This design comes from an exercise in tuning for small area, a short achievable clock period and few clock cycles per item on the open sky130 flow, not from production work. Function was not checked in any run shown here: the RTL went through the layout flow alone. Power and IR drop assume default switching activity.

==> flow/config.mk <==
export PLATFORM = sky130hd
export DESIGN_NAME = fpmultiplier
export DESIGN_NICKNAME = fpmultiplier
export VERILOG_FILES = /design/flow/design.v
export SDC_FILE = /design/flow/constraint.sdc
export NUM_CORES = 4
export LEC_CHECK = 0
export ABC_CLOCK_PERIOD_IN_PS = 3500
export CAP_MARGIN = 20
export CORE_MARGIN = 2
export CORE_UTILIZATION = 40
export CTS_BUF_LIST = sky130_fd_sc_hd__clkbuf_4 sky130_fd_sc_hd__clkbuf_8
export PLACE_DENSITY = 0.6
export SETUP_SLACK_MARGIN = 5
export SLEW_MARGIN = 20
export SYNTH_HIERARCHICAL = 1
==> flow/constraint.sdc <==
create_clock -name core_clock -period 9.0 [get_ports {clock}]
set_input_delay 1.8000 -clock core_clock [delete_from_list [all_inputs] [get_ports {clock}]]
set_output_delay 1.8000 -clock core_clock [all_outputs]
set_load 0.01 [all_outputs]
==> flow/design.v <==
module fpmultiplier (output logic [31:0] product, output logic ready,
		input logic [31:0] a, input logic clock, nreset);
logic s_a, s_b, s_x1, s_x2, s_x3, s_f;
always_ff @(posedge clock, negedge nreset)
  if (~nreset) begin
    s_a <= 1'b0; s_b <= 1'b0; s_x1 <= 1'b0; s_x2 <= 1'b0; s_x3 <= 1'b0; s_f <= 1'b0;
    ready <= 1'b0;
  end else begin
    s_a <= ~(s_a | s_b | s_x1 | s_x2 | s_x3 | s_f);
    s_b <= s_a;
    s_x1 <= s_b;
    s_x2 <= s_x1;
    s_x3 <= s_x2;
    s_f <= s_x3;
    ready <= s_f;
  end
logic [8:0] ra_se;
logic [22:0] ra_f;
always_ff @(posedge clock) begin
  ra_se <= a[31:23];
  if (s_a) ra_f <= a[22:0];
end
logic [35:0] enc;
logic [34:0] dg;
logic [23:0] fb_ext;
assign fb_ext = {a[22:0], 1'b0};
assign enc[0] = fb_ext[1] ^ fb_ext[0];
assign enc[1] = (fb_ext[2] & ~fb_ext[1] & ~fb_ext[0]) | (~fb_ext[2] & fb_ext[1] & fb_ext[0]);
assign enc[2] = fb_ext[2];
assign enc[3] = fb_ext[3] ^ fb_ext[2];
assign enc[4] = (fb_ext[4] & ~fb_ext[3] & ~fb_ext[2]) | (~fb_ext[4] & fb_ext[3] & fb_ext[2]);
assign enc[5] = fb_ext[4];
assign enc[6] = fb_ext[5] ^ fb_ext[4];
assign enc[7] = (fb_ext[6] & ~fb_ext[5] & ~fb_ext[4]) | (~fb_ext[6] & fb_ext[5] & fb_ext[4]);
assign enc[8] = fb_ext[6];
assign enc[9] = fb_ext[7] ^ fb_ext[6];
assign enc[10] = (fb_ext[8] & ~fb_ext[7] & ~fb_ext[6]) | (~fb_ext[8] & fb_ext[7] & fb_ext[6]);
assign enc[11] = fb_ext[8];
assign enc[12] = fb_ext[9] ^ fb_ext[8];
assign enc[13] = (fb_ext[10] & ~fb_ext[9] & ~fb_ext[8]) | (~fb_ext[10] & fb_ext[9] & fb_ext[8]);
assign enc[14] = fb_ext[10];
assign enc[15] = fb_ext[11] ^ fb_ext[10];
assign enc[16] = (fb_ext[12] & ~fb_ext[11] & ~fb_ext[10]) | (~fb_ext[12] & fb_ext[11] & fb_ext[10]);
assign enc[17] = fb_ext[12];
assign enc[18] = fb_ext[13] ^ fb_ext[12];
assign enc[19] = (fb_ext[14] & ~fb_ext[13] & ~fb_ext[12]) | (~fb_ext[14] & fb_ext[13] & fb_ext[12]);
assign enc[20] = fb_ext[14];
assign enc[21] = fb_ext[15] ^ fb_ext[14];
assign enc[22] = (fb_ext[16] & ~fb_ext[15] & ~fb_ext[14]) | (~fb_ext[16] & fb_ext[15] & fb_ext[14]);
assign enc[23] = fb_ext[16];
assign enc[24] = fb_ext[17] ^ fb_ext[16];
assign enc[25] = (fb_ext[18] & ~fb_ext[17] & ~fb_ext[16]) | (~fb_ext[18] & fb_ext[17] & fb_ext[16]);
assign enc[26] = fb_ext[18];
assign enc[27] = fb_ext[19] ^ fb_ext[18];
assign enc[28] = (fb_ext[20] & ~fb_ext[19] & ~fb_ext[18]) | (~fb_ext[20] & fb_ext[19] & fb_ext[18]);
assign enc[29] = fb_ext[20];
assign enc[30] = fb_ext[21] ^ fb_ext[20];
assign enc[31] = (fb_ext[22] & ~fb_ext[21] & ~fb_ext[20]) | (~fb_ext[22] & fb_ext[21] & fb_ext[20]);
assign enc[32] = fb_ext[22];
assign enc[33] = fb_ext[23] ^ fb_ext[22];
assign enc[34] = fb_ext[23] & fb_ext[22];
assign enc[35] = 1'b0;
logic [22:0] pf;
always_ff @(posedge clock) begin
  dg[0] <= s_b ? enc[0] : dg[12];
  dg[1] <= s_b ? enc[1] : dg[13];
  dg[2] <= s_b ? enc[2] : dg[14];
  dg[3] <= s_b ? enc[3] : dg[15];
  dg[4] <= s_b ? enc[4] : dg[16];
  dg[5] <= s_b ? enc[5] : dg[17];
  dg[6] <= s_b ? enc[6] : dg[18];
  dg[7] <= s_b ? enc[7] : dg[19];
  dg[8] <= s_b ? enc[8] : dg[20];
  dg[9] <= s_b ? enc[9] : dg[21];
  dg[10] <= s_b ? enc[10] : dg[22];
  dg[11] <= s_b ? enc[11] : dg[23];
  dg[12] <= s_f ? pf[0] : s_b ? enc[12] : dg[24];
  dg[13] <= s_f ? pf[1] : s_b ? enc[13] : dg[25];
  dg[14] <= s_f ? pf[2] : s_b ? enc[14] : dg[26];
  dg[15] <= s_f ? pf[3] : s_b ? enc[15] : dg[27];
  dg[16] <= s_f ? pf[4] : s_b ? enc[16] : dg[28];
  dg[17] <= s_f ? pf[5] : s_b ? enc[17] : dg[29];
  dg[18] <= s_f ? pf[6] : s_b ? enc[18] : dg[30];
  dg[19] <= s_f ? pf[7] : s_b ? enc[19] : dg[31];
  dg[20] <= s_f ? pf[8] : s_b ? enc[20] : dg[32];
  dg[21] <= s_f ? pf[9] : s_b ? enc[21] : dg[33];
  dg[22] <= s_f ? pf[10] : s_b ? enc[22] : dg[34];
  dg[23] <= s_f ? pf[11] : s_b ? enc[23] : 1'b0;
  dg[24] <= s_f ? pf[12] : enc[24];
  dg[25] <= s_f ? pf[13] : enc[25];
  dg[26] <= s_f ? pf[14] : enc[26];
  dg[27] <= s_f ? pf[15] : enc[27];
  dg[28] <= s_f ? pf[16] : enc[28];
  dg[29] <= s_f ? pf[17] : enc[29];
  dg[30] <= s_f ? pf[18] : enc[30];
  dg[31] <= s_f ? pf[19] : enc[31];
  dg[32] <= s_f ? pf[20] : enc[32];
  dg[33] <= s_f ? pf[21] : enc[33];
  dg[34] <= s_f ? pf[22] : enc[34];
end
logic [7:0] ea, eb;
logic za, zb, fa, fb, nana, nanb, infa, infb, fbnz;
assign ea = ra_se[7:0];
assign eb = a[30:23];
assign fbnz = (a[22:0] != 23'd0);
assign za = (ea == 8'd0);
assign zb = (eb == 8'd0);
assign fa = (ea == 8'hff);
assign fb = (eb == 8'hff);
assign nana = fa & (ra_f != 23'd0);
assign nanb = fb & fbnz;
assign infa = fa & (ra_f == 23'd0);
assign infb = fb & ~fbnz;
logic sp_nan, sp_inf, sp_zero, special;
assign sp_nan = nana | nanb | ((infa | infb) & (za | zb));
assign sp_inf = (infa | infb) & ~sp_nan;
assign sp_zero = (za | zb) & ~fa & ~fb;
assign special = fa | fb | za | zb;
logic [8:0] esum;
assign esum = {1'b0, ea} + {1'b0, eb};
logic [7:0] r_e, pe;
logic r_sign, r_nan, r_i0, r_i1, r_z0, r_z1;
always_ff @(posedge clock)
  if (s_b | s_f) r_e <= s_f ? pe : esum[7:0] + 8'd129;
always_ff @(posedge clock)
  if (s_b) begin
    r_sign <= ra_se[8] ^ a[31];
    r_nan <= sp_nan;
    r_i0 <= sp_nan | sp_inf | (~special & (esum >= 9'd382));
    r_i1 <= sp_nan | sp_inf | (~special & (esum >= 9'd381));
    r_z0 <= sp_zero | (~special & (esum <= 9'd127));
    r_z1 <= sp_zero | (~special & (esum <= 9'd126));
  end
logic [24:0] ma, ma2;
assign ma = {2'b01, ra_f};
assign ma2 = {1'b1, ra_f, 1'b0};
logic [3:0] bone, btwo, bneg, nneg;
assign bone[0] = dg[0];
assign btwo[0] = dg[1];
assign bneg[0] = dg[2];
assign nneg[0] = ~dg[2];
assign bone[1] = dg[3];
assign btwo[1] = dg[4];
assign bneg[1] = dg[5];
assign nneg[1] = ~dg[5];
assign bone[2] = dg[6];
assign btwo[2] = dg[7];
assign bneg[2] = dg[8];
assign nneg[2] = ~dg[8];
assign bone[3] = dg[9];
assign btwo[3] = dg[10];
assign bneg[3] = dg[11];
assign nneg[3] = ~dg[11];
logic [24:0] pp0, pp1, pp2, pp3;
assign pp0 = (({25{bone[0]}} & ma) | ({25{btwo[0]}} & ma2)) ^ {25{bneg[0]}};
assign pp1 = (({25{bone[1]}} & ma) | ({25{btwo[1]}} & ma2)) ^ {25{bneg[1]}};
assign pp2 = (({25{bone[2]}} & ma) | ({25{btwo[2]}} & ma2)) ^ {25{bneg[2]}};
assign pp3 = (({25{bone[3]}} & ma) | ({25{btwo[3]}} & ma2)) ^ {25{bneg[3]}};
logic [32:0] acc_s, acc_c;
logic [24:0] as_in, ac_in;
logic [8:0] low;
assign low = {1'b0, acc_s[7:0]} + {1'b0, acc_c[7:0]};
logic cl_in;
assign cl_in = ~s_x1 & low[8];
assign as_in = s_x1 ? 25'd0 : acc_s[32:8];
assign ac_in = s_x1 ? 25'd0 : acc_c[32:8];
logic [23:0] ma_last;
assign ma_last = s_x3 ? {1'b1, ra_f} : 24'd0;
logic ts1, tc1, ts2, tc2, ts3, tc3, ts4, tc4, ts5, tc5, ts6, tc6, ts7, tc7, ts8, tc8, ts9, tc9, ts10, tc10, ts11, tc11, ts12, tc12, ts13, tc13, ts14, tc14, ts15, tc15, ts16, tc16, ts17, tc17, ts18, tc18, ts19, tc19, ts20, tc20, ts21, tc21, ts22, tc22, ts23, tc23, ts24, tc24, ts25, tc25, ts26, tc26, ts27, tc27, ts28, tc28, ts29, tc29, ts30, tc30, ts31, tc31, ts32, tc32, ts33, tc33, ts34, tc34, ts35, tc35, ts36, tc36, ts37, tc37, ts38, tc38, ts39, tc39, ts40, tc40, ts41, tc41, ts42, tc42, ts43, tc43, ts44, tc44, ts45, tc45, ts46, tc46, ts47, tc47, ts48, tc48, ts49, tc49, ts50, tc50, ts51, tc51, ts52, tc52, ts53, tc53, ts54, tc54, ts55, tc55, ts56, tc56, ts57, tc57, ts58, tc58, ts59, tc59, ts60, tc60, ts61, tc61, ts62, tc62, ts63, tc63, ts64, tc64, ts65, tc65, ts66, tc66, ts67, tc67, ts68, tc68, ts69, tc69, ts70, tc70, ts71, tc71, ts72, tc72, ts73, tc73, ts74, tc74, ts75, tc75, ts76, tc76, ts77, tc77, ts78, tc78, ts79, tc79, ts80, tc80, ts81, tc81, ts82, tc82, ts83, tc83, ts84, tc84, ts85, tc85, ts86, tc86, ts87, tc87, ts88, tc88, ts89, tc89, ts90, tc90, ts91, tc91, ts92, tc92, ts93, tc93, ts94, tc94, ts95, tc95, ts96, tc96, ts97, tc97, ts98, tc98, ts99, tc99, ts100, tc100, ts101, tc101, ts102, tc102, ts103, tc103, ts104, tc104, ts105, tc105, ts106, tc106, ts107, tc107, ts108, tc108, ts109, tc109, ts110, tc110, ts111, tc111, ts112, tc112, ts113, tc113, ts114, tc114, ts115, tc115, ts116, tc116, ts117, tc117, ts118, tc118, ts119, tc119, ts120, tc120, ts121, tc121, ts122, tc122, ts123, tc123, ts124, tc124, ts125, tc125, ts126, tc126, ts127, tc127, ts128, tc128, ts129, tc129, ts130, tc130, ts131, tc131, ts132, tc132, ts133, tc133, ts134, tc134;
fpmul_ha u_ts1 (.a(as_in[6]), .b(ac_in[6]), .s(ts1), .co(tc1));
fpmul_fa u_ts2 (.a(as_in[7]), .b(ac_in[7]), .c(ma_last[0]), .s(ts2), .co(tc2));
fpmul_fa u_ts3 (.a(as_in[8]), .b(ac_in[8]), .c(ma_last[1]), .s(ts3), .co(tc3));
fpmul_fa u_ts4 (.a(as_in[9]), .b(ac_in[9]), .c(ma_last[2]), .s(ts4), .co(tc4));
fpmul_fa u_ts5 (.a(as_in[10]), .b(ac_in[10]), .c(ma_last[3]), .s(ts5), .co(tc5));
fpmul_fa u_ts6 (.a(as_in[11]), .b(ac_in[11]), .c(ma_last[4]), .s(ts6), .co(tc6));
fpmul_fa u_ts7 (.a(as_in[12]), .b(ac_in[12]), .c(ma_last[5]), .s(ts7), .co(tc7));
fpmul_fa u_ts8 (.a(as_in[13]), .b(ac_in[13]), .c(ma_last[6]), .s(ts8), .co(tc8));
fpmul_fa u_ts9 (.a(as_in[14]), .b(ac_in[14]), .c(ma_last[7]), .s(ts9), .co(tc9));
fpmul_fa u_ts10 (.a(as_in[15]), .b(ac_in[15]), .c(ma_last[8]), .s(ts10), .co(tc10));
fpmul_fa u_ts11 (.a(as_in[16]), .b(ac_in[16]), .c(ma_last[9]), .s(ts11), .co(tc11));
fpmul_fa u_ts12 (.a(as_in[17]), .b(ac_in[17]), .c(ma_last[10]), .s(ts12), .co(tc12));
fpmul_fa u_ts13 (.a(as_in[18]), .b(ac_in[18]), .c(ma_last[11]), .s(ts13), .co(tc13));
fpmul_fa u_ts14 (.a(as_in[19]), .b(ac_in[19]), .c(ma_last[12]), .s(ts14), .co(tc14));
fpmul_fa u_ts15 (.a(as_in[20]), .b(ac_in[20]), .c(ma_last[13]), .s(ts15), .co(tc15));
fpmul_fa u_ts16 (.a(as_in[21]), .b(ac_in[21]), .c(ma_last[14]), .s(ts16), .co(tc16));
fpmul_fa u_ts17 (.a(as_in[22]), .b(ac_in[22]), .c(ma_last[15]), .s(ts17), .co(tc17));
fpmul_fa u_ts18 (.a(as_in[23]), .b(ac_in[23]), .c(ma_last[16]), .s(ts18), .co(tc18));
fpmul_fa u_ts19 (.a(as_in[24]), .b(ac_in[24]), .c(ma_last[17]), .s(ts19), .co(tc19));
fpmul_ha u_ts20 (.a(s_x1), .b(ma_last[18]), .s(ts20), .co(tc20));
fpmul_ha u_ts21 (.a(as_in[0]), .b(ac_in[0]), .s(ts21), .co(tc21));
fpmul_ha u_ts22 (.a(as_in[2]), .b(ac_in[2]), .s(ts22), .co(tc22));
fpmul_ha u_ts23 (.a(as_in[3]), .b(ac_in[3]), .s(ts23), .co(tc23));
fpmul_fa u_ts24 (.a(as_in[4]), .b(ac_in[4]), .c(bneg[2]), .s(ts24), .co(tc24));
fpmul_ha u_ts25 (.a(pp0[4]), .b(pp1[2]), .s(ts25), .co(tc25));
fpmul_fa u_ts26 (.a(as_in[5]), .b(ac_in[5]), .c(pp0[5]), .s(ts26), .co(tc26));
fpmul_ha u_ts27 (.a(pp1[3]), .b(pp2[1]), .s(ts27), .co(tc27));
fpmul_fa u_ts28 (.a(ts1), .b(bneg[3]), .c(pp0[6]), .s(ts28), .co(tc28));
fpmul_fa u_ts29 (.a(pp1[4]), .b(pp2[2]), .c(pp3[0]), .s(ts29), .co(tc29));
fpmul_fa u_ts30 (.a(tc1), .b(ts2), .c(pp0[7]), .s(ts30), .co(tc30));
fpmul_fa u_ts31 (.a(pp1[5]), .b(pp2[3]), .c(pp3[1]), .s(ts31), .co(tc31));
fpmul_fa u_ts32 (.a(ts3), .b(tc2), .c(pp0[8]), .s(ts32), .co(tc32));
fpmul_fa u_ts33 (.a(pp1[6]), .b(pp2[4]), .c(pp3[2]), .s(ts33), .co(tc33));
fpmul_fa u_ts34 (.a(ts4), .b(tc3), .c(pp0[9]), .s(ts34), .co(tc34));
fpmul_fa u_ts35 (.a(pp1[7]), .b(pp2[5]), .c(pp3[3]), .s(ts35), .co(tc35));
fpmul_fa u_ts36 (.a(ts5), .b(tc4), .c(pp0[10]), .s(ts36), .co(tc36));
fpmul_fa u_ts37 (.a(pp1[8]), .b(pp2[6]), .c(pp3[4]), .s(ts37), .co(tc37));
fpmul_fa u_ts38 (.a(ts6), .b(tc5), .c(pp0[11]), .s(ts38), .co(tc38));
fpmul_fa u_ts39 (.a(pp1[9]), .b(pp2[7]), .c(pp3[5]), .s(ts39), .co(tc39));
fpmul_fa u_ts40 (.a(ts7), .b(tc6), .c(pp0[12]), .s(ts40), .co(tc40));
fpmul_fa u_ts41 (.a(pp1[10]), .b(pp2[8]), .c(pp3[6]), .s(ts41), .co(tc41));
fpmul_fa u_ts42 (.a(ts8), .b(tc7), .c(pp0[13]), .s(ts42), .co(tc42));
fpmul_fa u_ts43 (.a(pp1[11]), .b(pp2[9]), .c(pp3[7]), .s(ts43), .co(tc43));
fpmul_fa u_ts44 (.a(ts9), .b(tc8), .c(pp0[14]), .s(ts44), .co(tc44));
fpmul_fa u_ts45 (.a(pp1[12]), .b(pp2[10]), .c(pp3[8]), .s(ts45), .co(tc45));
fpmul_fa u_ts46 (.a(ts10), .b(tc9), .c(pp0[15]), .s(ts46), .co(tc46));
fpmul_fa u_ts47 (.a(pp1[13]), .b(pp2[11]), .c(pp3[9]), .s(ts47), .co(tc47));
fpmul_fa u_ts48 (.a(ts11), .b(tc10), .c(pp0[16]), .s(ts48), .co(tc48));
fpmul_fa u_ts49 (.a(pp1[14]), .b(pp2[12]), .c(pp3[10]), .s(ts49), .co(tc49));
fpmul_fa u_ts50 (.a(ts12), .b(tc11), .c(pp0[17]), .s(ts50), .co(tc50));
fpmul_fa u_ts51 (.a(pp1[15]), .b(pp2[13]), .c(pp3[11]), .s(ts51), .co(tc51));
fpmul_fa u_ts52 (.a(ts13), .b(tc12), .c(pp0[18]), .s(ts52), .co(tc52));
fpmul_fa u_ts53 (.a(pp1[16]), .b(pp2[14]), .c(pp3[12]), .s(ts53), .co(tc53));
fpmul_fa u_ts54 (.a(ts14), .b(tc13), .c(pp0[19]), .s(ts54), .co(tc54));
fpmul_fa u_ts55 (.a(pp1[17]), .b(pp2[15]), .c(pp3[13]), .s(ts55), .co(tc55));
fpmul_fa u_ts56 (.a(ts15), .b(tc14), .c(pp0[20]), .s(ts56), .co(tc56));
fpmul_fa u_ts57 (.a(pp1[18]), .b(pp2[16]), .c(pp3[14]), .s(ts57), .co(tc57));
fpmul_fa u_ts58 (.a(ts16), .b(tc15), .c(pp0[21]), .s(ts58), .co(tc58));
fpmul_fa u_ts59 (.a(pp1[19]), .b(pp2[17]), .c(pp3[15]), .s(ts59), .co(tc59));
fpmul_fa u_ts60 (.a(ts17), .b(tc16), .c(pp0[22]), .s(ts60), .co(tc60));
fpmul_fa u_ts61 (.a(pp1[20]), .b(pp2[18]), .c(pp3[16]), .s(ts61), .co(tc61));
fpmul_fa u_ts62 (.a(ts18), .b(tc17), .c(pp0[23]), .s(ts62), .co(tc62));
fpmul_fa u_ts63 (.a(pp1[21]), .b(pp2[19]), .c(pp3[17]), .s(ts63), .co(tc63));
fpmul_fa u_ts64 (.a(ts19), .b(tc18), .c(pp0[24]), .s(ts64), .co(tc64));
fpmul_fa u_ts65 (.a(pp1[22]), .b(pp2[20]), .c(pp3[18]), .s(ts65), .co(tc65));
fpmul_fa u_ts66 (.a(ts20), .b(nneg[0]), .c(tc19), .s(ts66), .co(tc66));
fpmul_fa u_ts67 (.a(pp1[23]), .b(pp2[21]), .c(pp3[19]), .s(ts67), .co(tc67));
assign ts68 = 1'b1 ^ ma_last[19] ^ tc20;
assign tc68 = (1'b1 & ma_last[19]) | (1'b1 & tc20) | (ma_last[19] & tc20);
fpmul_fa u_ts69 (.a(pp1[24]), .b(pp2[22]), .c(pp3[20]), .s(ts69), .co(tc69));
fpmul_fa u_ts70 (.a(ma_last[20]), .b(nneg[1]), .c(pp2[23]), .s(ts70), .co(tc70));
assign ts71 = 1'b1 ^ ma_last[21];
assign tc71 = 1'b1 & ma_last[21];
fpmul_ha u_ts72 (.a(ts21), .b(bneg[0]), .s(ts72), .co(tc72));
fpmul_fa u_ts73 (.a(as_in[1]), .b(ac_in[1]), .c(tc21), .s(ts73), .co(tc73));
fpmul_fa u_ts74 (.a(ts22), .b(bneg[1]), .c(pp0[2]), .s(ts74), .co(tc74));
fpmul_fa u_ts75 (.a(ts23), .b(tc22), .c(pp0[3]), .s(ts75), .co(tc75));
fpmul_fa u_ts76 (.a(tc23), .b(ts24), .c(pp2[0]), .s(ts76), .co(tc76));
fpmul_fa u_ts77 (.a(tc24), .b(ts27), .c(tc25), .s(ts77), .co(tc77));
fpmul_fa u_ts78 (.a(tc27), .b(ts28), .c(ts29), .s(ts78), .co(tc78));
fpmul_fa u_ts79 (.a(ts30), .b(ts31), .c(tc28), .s(ts79), .co(tc79));
fpmul_fa u_ts80 (.a(ts32), .b(ts33), .c(tc30), .s(ts80), .co(tc80));
fpmul_fa u_ts81 (.a(ts34), .b(ts35), .c(tc32), .s(ts81), .co(tc81));
fpmul_fa u_ts82 (.a(ts36), .b(ts37), .c(tc34), .s(ts82), .co(tc82));
fpmul_fa u_ts83 (.a(ts38), .b(ts39), .c(tc36), .s(ts83), .co(tc83));
fpmul_fa u_ts84 (.a(ts40), .b(ts41), .c(tc38), .s(ts84), .co(tc84));
fpmul_fa u_ts85 (.a(ts42), .b(ts43), .c(tc40), .s(ts85), .co(tc85));
fpmul_fa u_ts86 (.a(ts44), .b(ts45), .c(tc42), .s(ts86), .co(tc86));
fpmul_fa u_ts87 (.a(ts46), .b(ts47), .c(tc44), .s(ts87), .co(tc87));
fpmul_fa u_ts88 (.a(ts48), .b(ts49), .c(tc46), .s(ts88), .co(tc88));
fpmul_fa u_ts89 (.a(ts50), .b(ts51), .c(tc48), .s(ts89), .co(tc89));
fpmul_fa u_ts90 (.a(ts52), .b(ts53), .c(tc50), .s(ts90), .co(tc90));
fpmul_fa u_ts91 (.a(ts54), .b(ts55), .c(tc52), .s(ts91), .co(tc91));
fpmul_fa u_ts92 (.a(ts56), .b(ts57), .c(tc54), .s(ts92), .co(tc92));
fpmul_fa u_ts93 (.a(ts58), .b(ts59), .c(tc56), .s(ts93), .co(tc93));
fpmul_fa u_ts94 (.a(ts60), .b(ts61), .c(tc58), .s(ts94), .co(tc94));
fpmul_fa u_ts95 (.a(ts62), .b(ts63), .c(tc60), .s(ts95), .co(tc95));
fpmul_fa u_ts96 (.a(ts64), .b(ts65), .c(tc62), .s(ts96), .co(tc96));
fpmul_fa u_ts97 (.a(ts66), .b(ts67), .c(tc64), .s(ts97), .co(tc97));
fpmul_fa u_ts98 (.a(ts68), .b(tc66), .c(ts69), .s(ts98), .co(tc98));
fpmul_fa u_ts99 (.a(tc68), .b(pp3[21]), .c(ts70), .s(ts99), .co(tc99));
fpmul_fa u_ts100 (.a(ts71), .b(pp2[24]), .c(pp3[22]), .s(ts100), .co(tc100));
fpmul_fa u_ts101 (.a(ma_last[22]), .b(tc71), .c(nneg[2]), .s(ts101), .co(tc101));
assign ts102 = 1'b1 ^ ma_last[23];
assign tc102 = 1'b1 & ma_last[23];
fpmul_ha u_ts103 (.a(cl_in), .b(ts72), .s(ts103), .co(tc103));
fpmul_fa u_ts104 (.a(tc72), .b(ts73), .c(pp0[1]), .s(ts104), .co(tc104));
fpmul_fa u_ts105 (.a(tc73), .b(pp1[0]), .c(ts74), .s(ts105), .co(tc105));
fpmul_fa u_ts106 (.a(pp1[1]), .b(ts75), .c(tc74), .s(ts106), .co(tc106));
fpmul_fa u_ts107 (.a(ts25), .b(ts76), .c(tc75), .s(ts107), .co(tc107));
fpmul_fa u_ts108 (.a(ts26), .b(tc76), .c(ts77), .s(ts108), .co(tc108));
fpmul_fa u_ts109 (.a(tc26), .b(tc77), .c(ts78), .s(ts109), .co(tc109));
fpmul_fa u_ts110 (.a(tc29), .b(ts79), .c(tc78), .s(ts110), .co(tc110));
fpmul_fa u_ts111 (.a(tc31), .b(ts80), .c(tc79), .s(ts111), .co(tc111));
fpmul_fa u_ts112 (.a(tc33), .b(ts81), .c(tc80), .s(ts112), .co(tc112));
fpmul_fa u_ts113 (.a(tc35), .b(ts82), .c(tc81), .s(ts113), .co(tc113));
fpmul_fa u_ts114 (.a(tc37), .b(ts83), .c(tc82), .s(ts114), .co(tc114));
fpmul_fa u_ts115 (.a(tc39), .b(ts84), .c(tc83), .s(ts115), .co(tc115));
fpmul_fa u_ts116 (.a(tc41), .b(ts85), .c(tc84), .s(ts116), .co(tc116));
fpmul_fa u_ts117 (.a(tc43), .b(ts86), .c(tc85), .s(ts117), .co(tc117));
fpmul_fa u_ts118 (.a(tc45), .b(ts87), .c(tc86), .s(ts118), .co(tc118));
fpmul_fa u_ts119 (.a(tc47), .b(ts88), .c(tc87), .s(ts119), .co(tc119));
fpmul_fa u_ts120 (.a(tc49), .b(ts89), .c(tc88), .s(ts120), .co(tc120));
fpmul_fa u_ts121 (.a(tc51), .b(ts90), .c(tc89), .s(ts121), .co(tc121));
fpmul_fa u_ts122 (.a(tc53), .b(ts91), .c(tc90), .s(ts122), .co(tc122));
fpmul_fa u_ts123 (.a(tc55), .b(ts92), .c(tc91), .s(ts123), .co(tc123));
fpmul_fa u_ts124 (.a(tc57), .b(ts93), .c(tc92), .s(ts124), .co(tc124));
fpmul_fa u_ts125 (.a(tc59), .b(ts94), .c(tc93), .s(ts125), .co(tc125));
fpmul_fa u_ts126 (.a(tc61), .b(ts95), .c(tc94), .s(ts126), .co(tc126));
fpmul_fa u_ts127 (.a(tc63), .b(ts96), .c(tc95), .s(ts127), .co(tc127));
fpmul_fa u_ts128 (.a(tc65), .b(ts97), .c(tc96), .s(ts128), .co(tc128));
fpmul_fa u_ts129 (.a(tc67), .b(ts98), .c(tc97), .s(ts129), .co(tc129));
fpmul_fa u_ts130 (.a(tc69), .b(ts99), .c(tc98), .s(ts130), .co(tc130));
fpmul_fa u_ts131 (.a(ts100), .b(tc70), .c(tc99), .s(ts131), .co(tc131));
fpmul_fa u_ts132 (.a(ts101), .b(pp3[23]), .c(tc100), .s(ts132), .co(tc132));
fpmul_fa u_ts133 (.a(ts102), .b(pp3[24]), .c(tc101), .s(ts133), .co(tc133));
fpmul_ha u_ts134 (.a(tc102), .b(nneg[3]), .s(ts134), .co(tc134));
always_ff @(posedge clock) begin
  acc_s <= {1'b1, ts134, ts133, ts132, ts131, ts130, ts129, ts128, ts127, ts126, ts125, ts124, ts123, ts122, ts121, ts120, ts119, ts118, ts117, ts116, ts115, ts114, ts113, ts112, ts111, ts110, ts109, ts108, ts107, ts106, ts105, ts104, ts103};
  acc_c <= {tc134, tc133, tc132, tc131, tc130, tc129, tc128, tc127, tc126, tc125, tc124, tc123, tc122, tc121, tc120, tc119, tc118, tc117, tc116, tc115, tc114, tc113, tc112, tc111, tc110, tc109, tc108, tc107, tc106, tc105, tc104, tc103, pp0[0]};
end
logic [31:0] p;
assign p = acc_s[31:0] + acc_c[31:0];
logic hi, zr, ir;
assign hi = p[31];
assign zr = hi ? r_z1 : r_z0;
assign ir = hi ? r_i1 : r_i0;
assign pe = zr ? 8'd0 : ir ? 8'hff : (hi ? r_e + 8'd1 : r_e);
assign pf = (zr | ir) ? {22'd0, r_nan} : (hi ? p[30:8] : p[29:7]);
assign product = {r_sign, r_e, dg[34:12]};
endmodule
module fpmul_fa (input logic a, b, c, output logic s, co);
  assign s = a ^ b ^ c;
  assign co = (a & b) | (a & c) | (b & c);
endmodule
module fpmul_ha (input logic a, b, output logic s, co);
  assign s = a ^ b;
  assign co = a & b;
endmodule
==> flow/flow/run.sh <==
#!/bin/bash
# The standard layout flow (standard.sh), run with a larger setup margin
# for the resizer's timing repair and a smaller cell for the port buffers
# (every port is still buffered). Clock, constraints and every step are
# otherwise unchanged.
set -euo pipefail
MARGIN=${MARGIN:-6.0}
sed -E "s/SETUP_SLACK_MARGIN=[-0-9.]+/SETUP_SLACK_MARGIN=$MARGIN/" standard.sh > standard_margin.sh
grep -q "SETUP_SLACK_MARGIN=$MARGIN" standard_margin.sh
bash standard_margin.sh "BUFFER_PORTS_ARGS=-buffer_cell sky130_fd_sc_hd__buf_2" finish > standard.log 2>&1
==> flow/standard.sh <==
#!/bin/bash
# synth_recipe.tcl (not shown) runs the flow's synth.tcl, then flattens the netlist and writes it again
# the make line also repeats each setting of config.mk as NAME=value (left out here)
make -C /OpenROAD-flow-scripts/flow DESIGN_CONFIG=/design/flow/config.mk WORK_HOME=/design/flow/orfs CLKGATE_MAP_FILE= SYNTH_SCRIPT=/design/flow/synth_recipe.tcl "${@:-finish}"
==> run notes, run 1 <==
STA
The smallest hold slack is 0.400 ns. In the final timing run, aggregate negative setup slack is 0 ns. In this run the tightest slew margin relative to its limit is 46.5%. Of the available clock period, the critical path in the final layout requires 38.6%. The final critical-path required period is 3.48 ns.

For the pin with the worst max-slew slack, the measured transition is 0.793 ns. The maximum frequency from static timing analysis is 288 MHz. The max-slew violation count is 0. The number of endpoints failing setup at the final stage is 0.

Setup repair after global routing could not meet its margin everywhere. The setup skew after layout is 0.0194 ns. The hold violation count in the final report is 0.

Hold path
The start point of the worst min-delay path is s_x2. The kind of path behind the tightest hold check is flop to flop.

Critical path
The launching element type of the critical path is an input pin. The worst register-to-register path begins at s_x1. The worst path arrival time is 3.71 ns. STA classifies the critical path endpoint as a flop. The first element of the critical path is a[23]. The largest driver fanout on the critical path is 2.

The required time of the critical path is 9.23 ns. The critical path class is input pin to flop. Across all register-to-register paths, the minimum setup slack is 5.98 ns.

Power
The overall power is 0.00511 W. The power density of the placed cells is 354 nW/um^2. The worst-case IR drop observed on VDD is 0.000129 V.

In this run the static leakage power is 5.69 nW.

Layout
The final design instance area without fill is 14500 um^2. The area growth from synthesis to final layout is 21.7%. The multi-input combinational cells in the finished layout cover a total of 8770 um^2. The number of nets in the layout is 1457. The share of post-route cells with drive strength above 1 is 26.2%. The total inserted antenna cells is 0.

The number of fillers in the final layout is 2634. Registers take 3480 um^2. The finished layout holds 1650 standard cells, fillers aside.

Floorplan
The die covers 31100 um^2. In this run the count of I/O pins placed on the die edge is 67. The total area inside the core boundary comes to 29400 um^2.

Once the floorplan was initialized, standard cells occupied 40.4% of the core. The die is 176 um tall. The die is 176 um wide.

The initialized floorplan defines 63 standard-cell rows.

Synthesis
The unique cell type count in the Yosys netlist is 73. Counting flops and latches in the post-synthesis netlist gives 153. The number of standard cells after synthesis is 1152.

By area, the combinational part of the netlist is dominated by adder cells. By area the synthesized netlist is led by sky130_fd_sc_hd__fa_1 21%, sky130_fd_sc_hd__dfxtp_1 18%, sky130_fd_sc_hd__edfxtp_1 9.4%. The number of enable-type register cells in the synthesized netlist is 37. Summing the areas of all compound-gate instances in the mapped netlist gives 15.2% of the synthesized area. The share of cell area taken by muxes after synthesis is 2.18%.

The area share of the leading cell type in the synthesized netlist is 20.6%. The predominant post-synthesis flop cell is sky130_fd_sc_hd__dfxtp_1. After synthesis, the most frequently instantiated cells are 126 x sky130_fd_sc_hd__xnor2_1, 122 x sky130_fd_sc_hd__fa_1, 109 x sky130_fd_sc_hd__dfxtp_1, 88 x sky130_fd_sc_hd__a22oi_1, 60 x sky130_fd_sc_hd__a21oi_1. Of all cell types, the one taking the most synthesized area is sky130_fd_sc_hd__fa_1.

The cell with the most instances after synthesis is sky130_fd_sc_hd__xnor2_1. The number of nets in the synthesized netlist is 1362. The area of the mapped netlist is 11900 um^2. The Yosys step of the flow raised 7 warnings. The fraction of the mapped netlist area in adder cells is 26.3%. Of the total synthesized cell area, the portion taken by XOR and XNOR cells is 11.1%. The proportion of synthesized flip-flops having asynchronous set or reset is 4.58%. In this run the mean area of a mapped cell was 10.3 um^2. Of the synthesized area, sequential elements account for 29.2%. Summing the areas of all and, or, nand and nor instances in the mapped netlist gives 12.5% of the synthesized area.

Global route
The pin count of the biggest net entering global routing is 47. The initial antenna violation count is 1. The via count of the first global-routing pass is 9587. The global route total overflow is 0. Global routing consumed, over all layers together, 23.5% of the routing resources.

The first global-routing pass estimated 55.3 mm of wire.

Clocking
The TritonCTS sink count is 153. After clock tree synthesis, the clock-pin slew on the worst setup and hold paths is 0.08 ns. The number of buffers created by CTS is 17. The clock latency of the later-clocked register in the worst-skew pair is 0.48 ns.

The maximum buffer depth of the clock tree is 2. For this design, the CTS-stage hold fixing added 0 buffers. The clock root buffer master is sky130_fd_sc_hd__clkbuf_8. TritonCTS built the clock tree. In this run the number of H-tree levels came out at 4.

Job
The tool flagged a number of max-cap violations equal to 0.

Detailed routing
The average detailed-routed wire length per instance is 22.3 um. The post-route DRC violation count is 0. The routed via count is 9414.

For this run, the detailed router's first-pass iteration total came to 5. Dividing the detail-routed via count by the number of cells gives 5.71. The number of routed nets with antenna violations is 0. The sum of routed wire length over all layers is 36.8 mm. After the first detailed-routing iteration, the DRC count stood at 998.

Placement
The placer's final routability congestion estimate is 0.866. The number of cells after detailed placement is 1541. The post-DP HPWL is 24.6 mm. The cell area reported after detailed placement is 12500 um^2. In this run the tool buffered the top-level ports with 66 buffer cells.

Status
The flow ran to the end and the layout has no timing, DRC or antenna violations.
==> per-module statistics from Yosys (local to each module, per instance) <==
module / cell area (um^2) / copies in the design / flip-flops and latches / cells inside
fpmul_fa: 20.0 / 121 / 0 / 1
fpmul_ha: 12.5 / 10 / 0 / 1
fpmultiplier: 9330 / 1 / 153 / 1021
==> cell usage in the layout (no fill, tap or decap), types with 14 or more instances in the layout <==
cell type / count
sky130_fd_sc_hd__o22ai_1: 23
sky130_fd_sc_hd__nor2b_1: 15
sky130_fd_sc_hd__inv_1: 25
sky130_fd_sc_hd__edfxtp_1: 37
sky130_fd_sc_hd__fa_1: 110
sky130_fd_sc_hd__a22oi_1: 88
sky130_fd_sc_hd__buf_2: 65
sky130_fd_sc_hd__nor2b_4: 20
sky130_fd_sc_hd__o21ai_0: 23
sky130_fd_sc_hd__nand4_1: 14
sky130_fd_sc_hd__xor2_1: 23
sky130_fd_sc_hd__xnor2_1: 122
sky130_fd_sc_hd__mux2i_1: 18
sky130_fd_sc_hd__nor4_1: 14
sky130_fd_sc_hd__nor2b_2: 16
sky130_fd_sc_hd__clkbuf_8: 17
sky130_fd_sc_hd__ha_1: 33
sky130_fd_sc_hd__a21oi_1: 49
sky130_fd_sc_hd__and2_1: 22
sky130_fd_sc_hd__nand2_1: 55
sky130_fd_sc_hd__nor2_1: 47
sky130_fd_sc_hd__buf_4: 71
sky130_fd_sc_hd__dfxtp_1: 104
sky130_fd_sc_hd__ha_4: 18
==> logic make-up (layout without fill, tap and decap cells) <==
group / Yosys count / count (layout)
adders and majority gates: 176 / 176
AOI/OAI and AO/OA: 266 / 266
DFF: 153 / 153
and+or+nand+nor: 276 / 278
muxes: 25 / 25
xor gates and xnor gates: 151 / 151
buffers and inverters: 105 / 211
==> registers in the layout (all words and copies together), names as in the netlist <==
register,count
ra_se,9
r_nan,1
ra_f,23
s_b,1
acc_c,33
r_sign,1
ready,1
r_e,8
r_i1,1
s_a,1
s_f,1
r_i0,1
s_x2,1
s_x1,1
s_x3,1
r_z1,1
dg,35
r_z0,1
acc_s,32
==> through the flow <==
| stage | util, % | setup WS [ns] |
|---|---|---|
| final | 49.1 | 5.52 |
| after global routing | 49.1 | 5.45 |
| after CTS | 46.7 | 5.57 |
| after detailed placement | 42.6 | 4.79 |
| after global placement | 42.6 | 4.83 |
| after floorplan | - | 5.10 |
==> cell type report <==
| class | count | area share (%) |
|---|---|---|
| repair buffers | 154 | 8.33 |
| multi-input cells | 896 | 60.7 |
| clock buffers | 20 | 1.78 |
| clock inverters | 12 | 1.06 |
| well taps | 390 | 3.38 |
| flip-flops and latches | 153 | 24.1 |
| inverters | 25 | 0.649 |
==> layer usage <==
metal	wire (um)	track usage, %	vias to the layer above
met4	828	7.99	0
met3	2270	4.31	51
met1	15700	30.6	4744
met2	18000	39.5	365
li1	-	-	4254
met5	0	0	-
==> critical path, cell delays in order <==
cell and delay (ns):
sky130_fd_sc_hd__buf_8 0.10, sky130_fd_sc_hd__ha_4 0.15, sky130_fd_sc_hd__fa_2 0.34, sky130_fd_sc_hd__a21o_1 0.17
sky130_fd_sc_hd__a21oi_2 0.13, sky130_fd_sc_hd__o21bai_1 0.09, sky130_fd_sc_hd__a21oi_2 0.21, sky130_fd_sc_hd__xnor2_2 0.14
sky130_fd_sc_hd__nand4_1 0.13, sky130_fd_sc_hd__a31o_2 0.25, sky130_fd_sc_hd__a21oi_2 0.12, sky130_fd_sc_hd__nor2_1 0.06
==> power by group <==
part	internal [W]	switching [W]	total (W)
Sequential	0.000954	0.000176	0.00113
Combinational	0.00158	0.00184	0.00342
Clock	0.000282	0.000282	0.000564
==> path summary, 6_finish.rpt <==
check | to | cells after the start
max in group asynchronous | s_x3 | 1
worst min register to register | s_x3 | 0
worst min-delay path | s_x3 | 0
worst max register to register | acc_s[12] | 7
min in group asynchronous | s_f | 1
worst max-delay path | r_z0 | 12
==> repair_timing <==
action,in CTS,in global routing
gates resized for setup,108,68
gates cloned,3,5
pin swaps,69,62
setup buffers,30,39
setup endpoints to repair,86,62
==> inputs of run 2 (changes only) <==
--- a/flow/design.v
+++ b/flow/design.v
@@ -14,10 +14,11 @@
     s_f <= s_x3;
     ready <= s_f;
   end
-logic [8:0] ra_se;
+logic [8:0] rse1, rse2;
 logic [22:0] ra_f;
 always_ff @(posedge clock) begin
-  ra_se <= a[31:23];
+  rse1 <= a[31:23];
+  rse2 <= rse1;
   if (s_a) ra_f <= a[22:0];
 end
 logic [35:0] enc;
@@ -98,19 +99,20 @@
   dg[33] <= s_f ? pf[21] : enc[33];
   dg[34] <= s_f ? pf[22] : enc[34];
 end
+logic bnz;
+assign bnz = |(dg & 35'o33333333333);
 logic [7:0] ea, eb;
-logic za, zb, fa, fb, nana, nanb, infa, infb, fbnz;
-assign ea = ra_se[7:0];
-assign eb = a[30:23];
-assign fbnz = (a[22:0] != 23'd0);
+logic za, zb, fa, fb, nana, nanb, infa, infb;
+assign ea = rse2[7:0];
+assign eb = rse1[7:0];
 assign za = (ea == 8'd0);
 assign zb = (eb == 8'd0);
 assign fa = (ea == 8'hff);
 assign fb = (eb == 8'hff);
 assign nana = fa & (ra_f != 23'd0);
-assign nanb = fb & fbnz;
+assign nanb = fb & bnz;
 assign infa = fa & (ra_f == 23'd0);
-assign infb = fb & ~fbnz;
+assign infb = fb & ~bnz;
 logic sp_nan, sp_inf, sp_zero, special;
 assign sp_nan = nana | nanb | ((infa | infb) & (za | zb));
 assign sp_inf = (infa | infb) & ~sp_nan;
@@ -121,10 +123,10 @@
 logic [7:0] r_e, pe;
 logic r_sign, r_nan, r_i0, r_i1, r_z0, r_z1;
 always_ff @(posedge clock)
-  if (s_b | s_f) r_e <= s_f ? pe : esum[7:0] + 8'd129;
+  if (s_x1 | s_f) r_e <= s_f ? pe : esum[7:0] + 8'd129;
 always_ff @(posedge clock)
-  if (s_b) begin
-    r_sign <= ra_se[8] ^ a[31];
+  if (s_x1) begin
+    r_sign <= rse2[8] ^ rse1[8];
     r_nan <= sp_nan;
     r_i0 <= sp_nan | sp_inf | (~special & (esum >= 9'd382));
     r_i1 <= sp_nan | sp_inf | (~special & (esum >= 9'd381));
@@ -161,11 +163,16 @@
 logic [8:0] low;
 assign low = {1'b0, acc_s[7:0]} + {1'b0, acc_c[7:0]};
 logic cl_in;
-assign cl_in = ~s_x1 & low[8];
-assign as_in = s_x1 ? 25'd0 : acc_s[32:8];
-assign ac_in = s_x1 ? 25'd0 : acc_c[32:8];
+logic g_first, g_last;
+always_ff @(posedge clock) begin
+  g_first <= s_b;
+  g_last <= s_x2;
+end
+assign cl_in = ~g_first & low[8];
+assign as_in = g_first ? 25'd0 : acc_s[32:8];
+assign ac_in = g_first ? 25'd0 : acc_c[32:8];
 logic [23:0] ma_last;
-assign ma_last = s_x3 ? {1'b1, ra_f} : 24'd0;
+assign ma_last = g_last ? {1'b1, ra_f} : 24'd0;
 logic ts1, tc1, ts2, tc2, ts3, tc3, ts4, tc4, ts5, tc5, ts6, tc6, ts7, tc7, ts8, tc8, ts9, tc9, ts10, tc10, ts11, tc11, ts12, tc12, ts13, tc13, ts14, tc14, ts15, tc15, ts16, tc16, ts17, tc17, ts18, tc18, ts19, tc19, ts20, tc20, ts21, tc21, ts22, tc22, ts23, tc23, ts24, tc24, ts25, tc25, ts26, tc26, ts27, tc27, ts28, tc28, ts29, tc29, ts30, tc30, ts31, tc31, ts32, tc32, ts33, tc33, ts34, tc34, ts35, tc35, ts36, tc36, ts37, tc37, ts38, tc38, ts39, tc39, ts40, tc40, ts41, tc41, ts42, tc42, ts43, tc43, ts44, tc44, ts45, tc45, ts46, tc46, ts47, tc47, ts48, tc48, ts49, tc49, ts50, tc50, ts51, tc51, ts52, tc52, ts53, tc53, ts54, tc54, ts55, tc55, ts56, tc56, ts57, tc57, ts58, tc58, ts59, tc59, ts60, tc60, ts61, tc61, ts62, tc62, ts63, tc63, ts64, tc64, ts65, tc65, ts66, tc66, ts67, tc67, ts68, tc68, ts69, tc69, ts70, tc70, ts71, tc71, ts72, tc72, ts73, tc73, ts74, tc74, ts75, tc75, ts76, tc76, ts77, tc77, ts78, tc78, ts79, tc79, ts80, tc80, ts81, tc81, ts82, tc82, ts83, tc83, ts84, tc84, ts85, tc85, ts86, tc86, ts87, tc87, ts88, tc88, ts89, tc89, ts90, tc90, ts91, tc91, ts92, tc92, ts93, tc93, ts94, tc94, ts95, tc95, ts96, tc96, ts97, tc97, ts98, tc98, ts99, tc99, ts100, tc100, ts101, tc101, ts102, tc102, ts103, tc103, ts104, tc104, ts105, tc105, ts106, tc106, ts107, tc107, ts108, tc108, ts109, tc109, ts110, tc110, ts111, tc111, ts112, tc112, ts113, tc113, ts114, tc114, ts115, tc115, ts116, tc116, ts117, tc117, ts118, tc118, ts119, tc119, ts120, tc120, ts121, tc121, ts122, tc122, ts123, tc123, ts124, tc124, ts125, tc125, ts126, tc126, ts127, tc127, ts128, tc128, ts129, tc129, ts130, tc130, ts131, tc131, ts132, tc132, ts133, tc133, ts134, tc134;
 fpmul_ha u_ts1 (.a(as_in[6]), .b(ac_in[6]), .s(ts1), .co(tc1));
 fpmul_fa u_ts2 (.a(as_in[7]), .b(ac_in[7]), .c(ma_last[0]), .s(ts2), .co(tc2));
@@ -310,12 +317,16 @@
 end
 logic [31:0] p;
 assign p = acc_s[31:0] + acc_c[31:0];
-logic hi, zr, ir;
+logic hi;
 assign hi = p[31];
-assign zr = hi ? r_z1 : r_z0;
-assign ir = hi ? r_i1 : r_i0;
-assign pe = zr ? 8'd0 : ir ? 8'hff : (hi ? r_e + 8'd1 : r_e);
-assign pf = (zr | ir) ? {22'd0, r_nan} : (hi ? p[30:8] : p[29:7]);
+logic [7:0] pe0, pe1;
+assign pe0 = r_z0 ? 8'd0 : r_i0 ? 8'hff : r_e;
+assign pe1 = r_z1 ? 8'd0 : r_i1 ? 8'hff : r_e + 8'd1;
+logic [22:0] pf0, pf1;
+assign pf0 = (r_z0 | r_i0) ? {22'd0, r_nan} : p[29:7];
+assign pf1 = (r_z1 | r_i1) ? {22'd0, r_nan} : p[30:8];
+assign pe = hi ? pe1 : pe0;
+assign pf = hi ? pf1 : pf0;
 assign product = {r_sign, r_e, dg[34:12]};
 endmodule
 module fpmul_fa (input logic a, b, c, output logic s, co);
--- a/flow/flow/run.sh
+++ b/flow/flow/run.sh
@@ -4,7 +4,7 @@
 # (every port is still buffered). Clock, constraints and every step are
 # otherwise unchanged.
 set -euo pipefail
-MARGIN=${MARGIN:-6.0}
+MARGIN=${MARGIN:-5.8}
 sed -E "s/SETUP_SLACK_MARGIN=[-0-9.]+/SETUP_SLACK_MARGIN=$MARGIN/" standard.sh > standard_margin.sh
 grep -q "SETUP_SLACK_MARGIN=$MARGIN" standard_margin.sh
 bash standard_margin.sh "BUFFER_PORTS_ARGS=-buffer_cell sky130_fd_sc_hd__buf_2" finish > standard.log 2>&1
==> run notes, run 2 <==
Layout
The area growth from synthesis to final layout is 8.81%. Leaving out fill and tap cells, the most frequent cells in the layout are 126 x sky130_fd_sc_hd__xnor2_1, 122 x sky130_fd_sc_hd__fa_1, 117 x sky130_fd_sc_hd__dfxtp_1. The register bank with the most flops is dg. The total inserted antenna cells is 0. The register with the most flip-flops in the layout has 35 of them. The most common cell after layout, fill and taps aside is sky130_fd_sc_hd__xnor2_1. The final design instance area without fill is 13200 um^2. Excluding fillers, the count of instances in the completed layout stands at 1602. The number of nets in the layout is 1409. The largest registers in the layout are dg (35), acc_c (33), acc_s (32). The share of post-route cells with drive strength above 1 is 12.5%.

STA
Setup repair after global routing left no endpoint under its margin. The maximum frequency from static timing analysis is 321 MHz. Setup violations remaining at the end of the flow were counted as 0. At the pin with the least slew margin, the transition time is 1.04 ns. The max-slew violation count was 0. The worst slew margin relative to its limit is 30.0%. The setup TNS is 0 ns.

Clock skew on the completed layout was measured at 0.0119 ns. The hold violation count in the final report is 0. The clock period could shrink to 3.11 ns.

The final period utilization is 34.6%.

Floorplan
For this configuration, the core starts out at a cell density of 40.7%. The area of the die is 31600 um^2. Measured along the x axis, the die boundary spans 178 um. The floorplan has 63 rows. The standard cell core area is 29700 um^2. 67 I/O pins were placed.

The height of the chip is 178 um.

Clocking
The clock latency of the later-clocked register in the worst-skew pair is 0.48 ns. The clock root buffer master is sky130_fd_sc_hd__clkbuf_8. The TritonCTS sink count is 164. Hold repair after CTS inserted 0 buffers. In this run the number of H-tree levels came out at 4.

The number of buffers created by CTS is 17. The maximum buffer depth of the clock tree is 2. The clock input transition at the sequential cells of the worst setup and hold paths is 0.10 ns. The CTS tree is yes.

Power
IR analysis of the VDD net gives a maximum drop of 0.000149 V. The power density of the placed cells is 343 nW/um^2. In this run the static leakage power is 5.20 nW.

Synthesis
Yosys mapped the design onto 64 distinct sky130hd cell types. The dominant combinational cell family by area after synthesis is adder cells. By count the netlist is led by 126 x sky130_fd_sc_hd__xnor2_1, 122 x sky130_fd_sc_hd__fa_1, 120 x sky130_fd_sc_hd__dfxtp_1, 89 x sky130_fd_sc_hd__a22oi_1, 68 x sky130_fd_sc_hd__nor2_1. Summing the areas of all compound-gate instances in the mapped netlist gives 16.2% of the synthesized area. The share of cell area taken by muxes after synthesis is 0.817%. The warning count from the yosys run is 7. After Yosys synthesis, XOR and XNOR cells account for 10.7% of the synthesized area. The number of nets in the synthesized netlist is 1386. The proportion of synthesized flip-flops having asynchronous set or reset is 4.27%. The cell with the most instances after synthesis is sky130_fd_sc_hd__xnor2_1. The synthesized netlist devotes 12.5% of its cell area to simple gates.

Of the total synthesized cell area, the portion taken by full adders, half adders and majority gates is 25.8%. The area of the mapped netlist is 12100 um^2. Averaged over all synthesized cells, the footprint is 10.3 um^2. The area share of the leading cell type in the synthesized netlist is 20.2%.

Summed over all instances, the cell type with the most area after synthesis is sky130_fd_sc_hd__fa_1. The most used flip-flop cell after synthesis is sky130_fd_sc_hd__dfxtp_1. Ranked by total cell area, the synthesized netlist is headed by sky130_fd_sc_hd__fa_1 20%, sky130_fd_sc_hd__dfxtp_1 20%, sky130_fd_sc_hd__edfxtp_1 9.2%.

The post-synthesis sequential element count is 164. The cell count after synthesis came out at 1176. The sequential area share after synthesis is 30.5%. The number of enable-type register cells in the synthesized netlist is 37.

Detailed routing
The final layout contains routed wiring with a total length of 33.6 mm. The first routing iteration left 817 violations. For this run, design rule violations remaining after detail routing come to 0. The length of the first detailed-routing pass in iterations is 5.

After detailed routing, the average wire length per cell comes to 21.0 um. The routed via count is 8985. In this run the remaining antenna-violating nets after routing total 0. The per-cell via count in the routed design is 5.61.

Critical path
Walking the worst path, the cells encountered are and2_1 -> fa_1 -> fa_1 -> fa_1 -> fa_1. The slowest library cell on the worst path is sky130_fd_sc_hd__edfxtp_1. The worst setup path is of the flop to flop kind.

The cell occurring most often along the worst timing path is sky130_fd_sc_hd__fa_1. The number of buffers and inverters on the critical path is 0. The delay contributed by the slowest stage of the critical path is 0.68 ns. The largest driver fanout on the critical path is 10. For the worst setup path, the data arrival time is 3.48 ns. The launching element type of the critical path is a flop. STA puts the critical path data required time at 9.36 ns. The family with the most delay on the worst path is adder cells.

The kind of end point of the critical path is a flop.

Global route
The via count of the first global-routing pass was 8969. The pin count of the biggest net entering global routing is 52. The initial antenna violation count was 0. Global routing consumed, over all layers together, 22.0% of the routing resources. Global routing finished with a remaining overflow of 0. The first global-routing pass estimated 52.1 mm of wire.

Placement
In this run the cell area measured after placement is 12700 um^2. At the end of routability-driven placement, the weighted congestion stood at 0.913. The post-DP HPWL is 25.2 mm. The number of placed instances, taps included, is 1565. The number of buffer cells added on primary ports is 66.

Job
The number of maximum-capacitance violations is 0.

Status
The run finished with no timing, DRC or antenna violations.

Hold path
The kind of path behind the tightest hold check is flop to flop.
[run 2: cell count changes after synthesis, sizes merged, moves of 4 or more]
| cell | previous run | this run |
|---|---|---|
| dfxtp | 109 | 120 |
| a2bb2oi | 0 | 7 |
| o32ai | 4 | 0 |
| a211oi | 5 | 17 |
| inv | 25 | 29 |
| nor2 | 48 | 69 |
| o221ai | 1 | 9 |
| buf | 21 | 16 |
| nor3 | 15 | 10 |
| nor4 | 17 | 13 |
| mux2i | 18 | 2 |
| o22ai | 24 | 0 |
| clkbuf | 59 | 65 |
[run 2: cell type report]
class,instances,area (um^2)
clock inverter,14,128
multi-input combinational,902,8010
timing repair buffer,85,489
clock buffer,18,248
fill,2838,16600
inverter,29,109
sequential,164,3690
tap,390,488
[run 2: logic make-up (layout without fill, tap and decap cells)]
family / after synthesis / in the layout
multiplexers: 9 / 9
flip-flops: 164 / 164
adder cells (fa/ha/maj): 176 / 176
buffers and inverters: 110 / 146
XOR/XNOR: 148 / 148
AND/OR/NAND/NOR: 294 / 294
AO/OA/AOI/OAI: 275 / 275
[run 2: timing repair]
action / 4_1_cts / 5_1_grt
gates resized for setup: 3 / 5
pin swaps: 0 / 3
setup endpoints to repair: 52 / 53
buffers inserted: 0 / 5
[run 2: Yosys stat by module (local to each module, per instance)]
module	flip-flops and latches	cells	copies in the design	cell area (um^2)
fpmul_fa	0	1	121	20.0
fpmul_ha	0	1	10	12.5
fpmultiplier	164	1045	1	9550
[run 2: per-layer routing]
layer / global-route usage [%] / share of wire (%) / up-vias
li1: - / - / 4167
met1: 31.1 / 46 / 4473
met2: 35.1 / 47 / 309
met3: 3.66 / 6.1 / 36
met4: 5.60 / 1.6 / 0
met5: 0 / 0 / -
[run 2: power breakdown]
group | internal, W | total, W | switching (W)
sequential | 0.000997 | 0.00114 | 0.000139
clock | 0.000213 | 0.000540 | 0.000328
combinational | 0.00123 | 0.00283 | 0.00161
total | 0.00243 | 0.00451 | 0.00208
[run 2: per-stage QoR]
| stage | util (%) | setup WS [ns] | hold slack (ns) | power [W] |
|---|---|---|---|---|
| floorplan | - | 6.10 | 0.349 | 0.00309 |
| detailed placement | 42.8 | 5.47 | 0.360 | 0.00397 |
| CTS | 44.1 | 5.77 | 0.371 | 0.00453 |
| global placement | 42.8 | 5.53 | 0.355 | 0.00395 |
| global route | 44.3 | 5.81 | 0.385 | 0.00492 |
| finish | 44.3 | 5.89 | 0.363 | 0.00451 |
[run 2: final timing paths]
kind                       cells after the start  startpoint  endpoint  slack (ns)
max                                            5     ra_f[0]  acc_s[7]        5.89
min                                            0     rse1[8]   rse2[8]        0.36
max reg2reg                                    5     ra_f[0]  acc_s[7]        5.89
min reg2reg                                    0     rse1[8]   rse2[8]        0.36
max in group asynchronous                      1      nreset      s_x1        7.71
min in group asynchronous                      1      nreset       s_f        1.13

==> separate check: timing with driven ports <==
How much do the figures lean on ideal ports? The routed layouts below were timed once more, with nothing changed but the port constraints. Step 1, drivers: a clkbuf_16 drives clock and a buf_2 each remaining input, both assumed. Step 2 times the ports against the registers' clock, not the clock port: input delays grow and output delays shrink by t, the midpoint of the rising clock arrivals with the driver on. Slacks: no drivers / after step 1 / after step 2; pairs: no drivers / after step 1.
| run | t, ns | slack for setup (ns) | worst setup path at the end | latest minus earliest clock arrival (ns) | worst register clock-pin slew, ns |
|---|---|---|---|---|---|
| run 1 | 0.514 | 5.524 / 5.523 / 5.009 | input to register | 0.020 / 0.019 | 0.10 / 0.10 |
| run 2 | 0.522 | 5.887 / 5.887 / 5.887 | register to register | 0.012 / 0.013 | 0.10 / 0.10 |
After both steps every run listed still meets setup and hold. The setup slack of run 1, which loses most, moves by -0.001 ns with the drivers and by -0.515 ns with both steps.
